What follows belongs to an exercise in optimizing a design on an open flow for small area; a production flow would make more cautious choices.
The RTL was checked by simulation tests, not by an equivalence proof against the original design.

==> flow/design.v <==
module async_receiver(clk, rst, RxD, RxD_data_ready, RxD_data);
input clk, rst, RxD;
output RxD_data_ready;    
output [7:0] RxD_data;
reg [12:0] acc;
reg tick;
wire [13:0] c;    
assign c[0] = 1'b0;
assign c[1] = acc[0];
assign c[2] = acc[1] | c[1];
assign c[3] = acc[2] | c[2];
assign c[4] = acc[3] & c[3];
assign c[5] = acc[4] | c[4];
assign c[6] = acc[5] & c[5];
assign c[7] = acc[6] & c[6];
assign c[8] = acc[7] | c[7];
genvar g;
generate for (g = 8; g < 13; g = g + 1) begin : inc
	assign c[g+1] = acc[g] & c[g];
end endgenerate
wire [12:0] acc_next = acc ^ c[12:0] ^ 13'b0_0000_1001_0111;
always @(posedge clk)
if (rst) {tick, acc} <= 14'd0;
else {tick, acc} <= {c[13], acc_next};
reg [1:0] sync_inv;
reg [1:0] cnt_inv;
reg bit_inv;
always @(posedge clk)
if (rst) begin
	sync_inv <= 2'b00;
	cnt_inv <= 2'b00;
	bit_inv <= 1'b0;
end else if (tick) begin
	sync_inv <= {sync_inv[0], ~RxD};
	if ( sync_inv[1] && cnt_inv != 2'b11) cnt_inv <= cnt_inv + 2'h1;
	else if (~sync_inv[1] && cnt_inv != 2'b00) cnt_inv <= cnt_inv - 2'h1;
	if (cnt_inv == 2'b00) bit_inv <= 1'b0;
	else if (cnt_inv == 2'b11) bit_inv <= 1'b1;
end
reg [6:0] pos;
wire sample = tick && (pos[2:0] == 3'b111) && (pos[6:3] != 4'd0);
wire stop_sample = sample && pos[6] && pos[3];
assign RxD_data_ready = pos[6] && pos[4];
wire [7:0] pc;    
assign pc[0] = 1'b1;
generate for (g = 0; g < 7; g = g + 1) begin : pinc
	assign pc[g+1] = &pos[g:0];
end endgenerate
wire [6:0] pos_inc = pos ^ pc[6:0];
always @(posedge clk)
if (rst)
	pos <= 7'd0;
else if (RxD_data_ready)
	pos <= 7'd0;
else if (tick) begin
	if (pos == 7'd0)
		pos <= bit_inv ? 7'd5 : 7'd0;
	else if (stop_sample && bit_inv)
		pos <= 7'd0;
	else
		pos <= pos_inc;
end
reg [7:0] RxD_data;
always @(posedge clk)
if (sample && !stop_sample) RxD_data <= {~bit_inv, RxD_data[7:1]};
endmodule
module strum_bar(
    input clk,
    input rst,
    input [2:0] inst,
    output reg strum_b,
    output reg strum_g,
    output reg drum_foot
    );
reg c_g;
reg c_b;
reg [1:0] c_f;
function maj(input a, input b, input c);
	maj = (a & b) | (a & c) | (b & c);
endfunction
always @(posedge clk)
if (rst) begin
	strum_g <= 1'b0;
	strum_b <= 1'b0;
	drum_foot <= 1'b0;
	c_g <= 1'b0;
	c_b <= 1'b0;
	c_f <= 2'b00;
end else begin
	strum_g <= maj(strum_g, c_g, inst[0]);
	c_g <= maj(c_g, inst[0], ~strum_g);
	strum_b <= maj(strum_b, c_b, inst[1]);
	c_b <= maj(c_b, inst[1], ~strum_b);
	drum_foot <= maj(drum_foot, c_f[1], inst[2]);
	c_f[1] <= maj(c_f[1], c_f[0], inst[2]);
	c_f[0] <= maj(c_f[0], inst[2], ~drum_foot);
end
endmodule
module LCD(
    input clk,
    input rst,
    input mode,
    output reg [7:0] CATHODE,
    output reg [3:0] ANODE
    );
localparam [15:0] POL = 16'hAAAA;
reg [15:0] lf_q;
wire [15:0] lf = lf_q ^ POL;
wire step = (lf == 16'h142C);
wire [15:0] lf_next = (rst || step) ? 16'd0 : {lf[14:0], ~(lf[15] ^ lf[6])};
always @(posedge clk)
lf_q <= lf_next ^ POL;
reg started;     
reg [1:0] dg;    
reg mode_lat;    
always @(posedge clk)
if (rst) begin
	started <= 1'b0;
	dg <= 2'b10;
end else if (step) begin
	started <= 1'b1;
	dg <= {dg[0], ~dg[1]};
end
always @(posedge clk)
if (step) mode_lat <= mode;
always @(*) begin
	ANODE = 4'b0000;
	CATHODE = 8'b00000000;
	if (started) begin
		case (dg)
		2'b00: ANODE = 4'b0111;
		2'b01: ANODE = 4'b1011;
		2'b11: ANODE = 4'b1101;
		default: ANODE = 4'b1110;
		endcase
		case ({mode_lat, dg})
		3'b100: CATHODE = 8'b10000111;  
		3'b101: CATHODE = 8'b10000110;  
		3'b111: CATHODE = 8'b10010010;  
		3'b110: CATHODE = 8'b10000111;  
		3'b000: CATHODE = 8'b10001100;  
		3'b001: CATHODE = 8'b11000111;  
		3'b011: CATHODE = 8'b10001000;  
		default: CATHODE = 8'b10010001;  
		endcase
	end
end
endmodule
module instrument_main(
    input clk,
    input rst,
    input [2:0] btn,
    input RxD,
    input [7:0] sw,
    output reg [4:0] bass,
    output reg [3:0] drum,
    output reg [4:0] guitar,
    output strum_g,
    output strum_b,
    output drum_foot,
    output [7:0] leds,
    output [7:0] CATHODE,
    output [3:0] ANODE
    );
wire RxD_data_ready;
wire [7:0] RxD_data;
reg foot_req;    
reg mode_q;      
wire [2:0] inst = {foot_req, |bass, |guitar};
reg led7;
reg [6:0] led_low;
assign leds = {led7, led_low};
async_receiver receiver(.clk(clk), .rst(rst), .RxD(RxD), .RxD_data_ready(RxD_data_ready), .RxD_data(RxD_data));
strum_bar strum(.clk(clk), .rst(rst), .inst(inst), .strum_b(strum_b), .strum_g(strum_g), .drum_foot(drum_foot));
LCD display(.clk(clk), .rst(rst), .mode(mode_q), .CATHODE(CATHODE), .ANODE(ANODE));
localparam [21:0] POL = 22'h2AAAAA;
reg [21:0] lf_q;
wire [21:0] lf = lf_q ^ POL;
wire step = (lf == 22'h29E031);
always @(posedge clk)
lf_q <= ((rst || step) ? 22'd0 : {lf[20:0], ~(lf[21] ^ lf[20])}) ^ POL;
reg [3:0] state_LED;    
always @(posedge clk)
if (rst) state_LED <= 4'd0;
else if (step) state_LED <= state_LED + 4'd1;
always @(posedge clk)
mode_q <= sw[7];
wire b_bass   = btn == 3'b100;
wire b_drum   = btn == 3'b010;
wire b_guitar = btn == 3'b001;
wire b_none   = !(b_bass || b_drum || b_guitar);
wire manual = sw[7];
wire rx_bass   = RxD_data_ready && RxD_data[2:0] == 3'b001;
wire rx_drum   = RxD_data_ready && RxD_data[2:0] == 3'b010;
wire rx_guitar = RxD_data_ready && RxD_data[2:0] == 3'b100;
wire clr = rst || (manual && b_none);
wire [4:0] v5 = clr ? 5'd0 : manual ? sw[4:0] : RxD_data[7:3];
wire [3:0] v4 = clr ? 4'd0 : manual ? sw[4:1] : RxD_data[6:3];
wire vf = clr ? 1'b0 : manual ? sw[5] : RxD_data[7];
wire ld_bass   = clr || (manual ? b_bass : rx_bass);
wire ld_drum   = clr || (manual ? b_drum : rx_drum);
wire ld_guitar = clr || (manual ? b_guitar : rx_guitar);
always @(posedge clk) begin
	if (ld_bass) bass <= v5;
	if (ld_drum) begin
		drum <= v4;
		foot_req <= vf;
	end
	if (ld_guitar) guitar <= v5;
end
always @(posedge clk)
if (rst || manual) led7 <= 1'b0;
else if (RxD_data_ready) led7 <= ~led7;
reg sel_b, sel_d, sel_g;
reg sel_strum;
always @(posedge clk)
if (rst) begin
	sel_b <= 1'b0;
	sel_d <= 1'b0;
	sel_g <= 1'b0;
	sel_strum <= 1'b0;
end else begin
	sel_b <= b_bass;
	sel_d <= b_drum;
	sel_g <= b_guitar;
	sel_strum <= (b_bass && strum_b) || (b_drum && drum_foot) || (b_guitar && strum_g);
end
wire anim = !(sel_b || sel_d || sel_g) && state_LED[0];
wire [1:0] pos = state_LED[3] ? ~state_LED[2:1] : state_LED[2:1];
wire a0 = anim && pos == 2'd0;
wire a1 = anim && pos == 2'd1;
wire a2 = anim && pos == 2'd2;
wire a3 = anim && pos == 2'd3;
always @(*) begin
	led_low[6] = a0;
	led_low[5] = sel_strum | a0;
	led_low[4] = (sel_b & bass[4]) | (sel_d & drum[3]) | (sel_g & guitar[4]) | a1;
	led_low[3] = (sel_b & bass[3]) | (sel_d & drum[2]) | (sel_g & guitar[3]) | a1;
	led_low[2] = (sel_b & bass[2]) | (sel_d & drum[1]) | (sel_g & guitar[2]) | a2;
	led_low[1] = (sel_b & bass[1]) | (sel_d & drum[0]) | (sel_g & guitar[1]) | a2;
	led_low[0] = (sel_b & bass[0]) | (sel_g & guitar[0]) | a3;
end
endmodule
==> flow/config.mk <==
export PLATFORM = sky130hd
export DESIGN_NAME = instrument_main
export DESIGN_NICKNAME = instrument_main
export VERILOG_FILES = /design/flow/design.v
export SDC_FILE = /design/flow/constraint.sdc
export NUM_CORES = 4
export LEC_CHECK = 0
export CAP_MARGIN = 20
export CORE_MARGIN = 2
export CORE_UTILIZATION = 40
export SLEW_MARGIN = 20
==> flow/constraint.sdc <==
create_clock -name core_clock -period 10.0 [get_ports {clk}]
set_input_delay 2.0000 -clock core_clock [delete_from_list [all_inputs] [get_ports {clk}]]
set_output_delay 2.0000 -clock core_clock [all_outputs]
set_load 0.01 [all_outputs]
standard.sh (not shown) runs the stock make flow with config.mk's settings and CLKGATE_MAP_FILE= SYNTH_SCRIPT=/design/flow/synth_recipe.tcl, a recipe that flattens the netlist after the stock synthesis.
==> flow/flow/run.sh <==
#!/bin/bash
# Own layout flow: the standard ORFS flow (standard.sh) with these changes:
#  - synthesis: flow/synth.tcl (the standard synthesis with an area-oriented
#    combinational mapping; registers unchanged);
#  - every input and output port still gets a buffer, but the smallest one
#    (buf_1) instead of the resizer's default pick (clkdlybuf4s50_1);
#  - the clock tree uses clkbuf_8 buffers and no dummy loads.
# Floorplan, power grid, tap cells, placement, routing are the standard ones.
# make's full output goes to flow_make.log here; ORFS writes each step's log
# under orfs/logs/.
set -euo pipefail
here=$(pwd)
flowdir=$(cd "$(dirname "$0")" && pwd)
sed "s|SYNTH_SCRIPT=[^ ]*|SYNTH_SCRIPT=$flowdir/synth.tcl|" standard.sh > own_standard.sh
grep -q "SYNTH_SCRIPT=$flowdir/synth.tcl" own_standard.sh
export BUFFER_PORTS_ARGS="-buffer_cell sky130_fd_sc_hd__buf_1"
export CTS_ARGS="-sink_clustering_enable -repair_clock_nets -dont_use_dummy_load -buf_list sky130_fd_sc_hd__clkbuf_8"
bash own_standard.sh finish > "$here/flow_make.log" 2>&1
==> flow/flow/area.abc <==
strash
dch -f
map -a
strash
dch -f
map -a
strash
dch -f
map -a
topo
==> flow/flow/synth.tcl <==
# The standard synthesis (synth_recipe.tcl: ORFS's synth.tcl without Yosys's fsm
# and share passes, then flattened and renamed the same way), with two changes
# to the combinational mapping only:
#  - no extract_fa: adders stay plain logic for ABC instead of ha/fa cells;
#  - ABC maps for area (area.abc here) instead of ORFS's delay-driven script.
# Registers are mapped by the same dfflibmap step, so they keep their names
# and cell types.
set my_flow_dir [file dirname [file normalize [info script]]]
proc synth {args} { yosys synth -nofsm -noshare {*}$args }
proc extract_fa {args} { puts "bench own flow: extract_fa skipped" }
proc abc {args} {
  set i [lsearch -exact $args -script]
  if {$i >= 0} { lset args [expr {$i + 1}] [file join $::my_flow_dir area.abc] }
  puts "bench own flow: abc $args"
  yosys abc {*}$args
}
source $::env(SCRIPTS_DIR)/synth.tcl
# left out here: clear keep_hierarchy, flatten, clean up, hide names made inside functions, write 1_2_yosys.v
Change:
==> flow/flow/area.abc (replaced) <==
strash
&get -n
&st
&dch
&nf -R 1000 -p -F 8 -A 8
&put
strash
&get -n
&st
&dch
&nf -R 1000 -p -F 8 -A 8
&put
strash
&get -n
&st
&dch
&nf -R 1000 -p -F 8 -A 8
&put
strash
&get -n
&st
&dch
&nf -R 1000 -p -F 8 -A 8
&put
strash
&get -n
&st
&dch
&nf -R 1000 -p -F 8 -A 8
&put
topo
Result: Fmax goes up by about 5%; non-clock buffer count is unchanged; design area decreases by 2.0%; register-to-register slack improved by 0.40 ns; worst hold slack got worse by 0.011 ns; utilization fell by 0.48 points; synthesized cell count goes down by about 13%.

[static timing again, ports no longer ideal]
No port has a modelled driver above. Below, the same layouts with a new extraction and two added sets of constraints.
Step 1, drivers: a clkbuf_16 drives clk and a buf_2 each remaining input, both assumed.
Step 2 moves the port delays by t, midway between the first and last clock arrival at a register: inputs arrive t later, outputs are due t later. That takes back most of the time a late clock gives input paths.
Slacks: ideal ports / drivers / drivers and shift; pairs: ideal ports / drivers.
run | t (ns) | setup WS [ns] | clock arrival spread, ns | pins driven straight from the clock port
the first run | 0.374 | 5.919 / 5.925 / 5.550 | 0.042 / 0.041 | 1
the second run | 0.373 | 6.121 / 6.131 / 5.758 | 0.025 / 0.026 | 1
After both steps setup and hold are still met in every run listed. For the first run, which loses most, drivers alone change the setup slack by +0.006 ns; drivers and shift together by -0.369 ns.
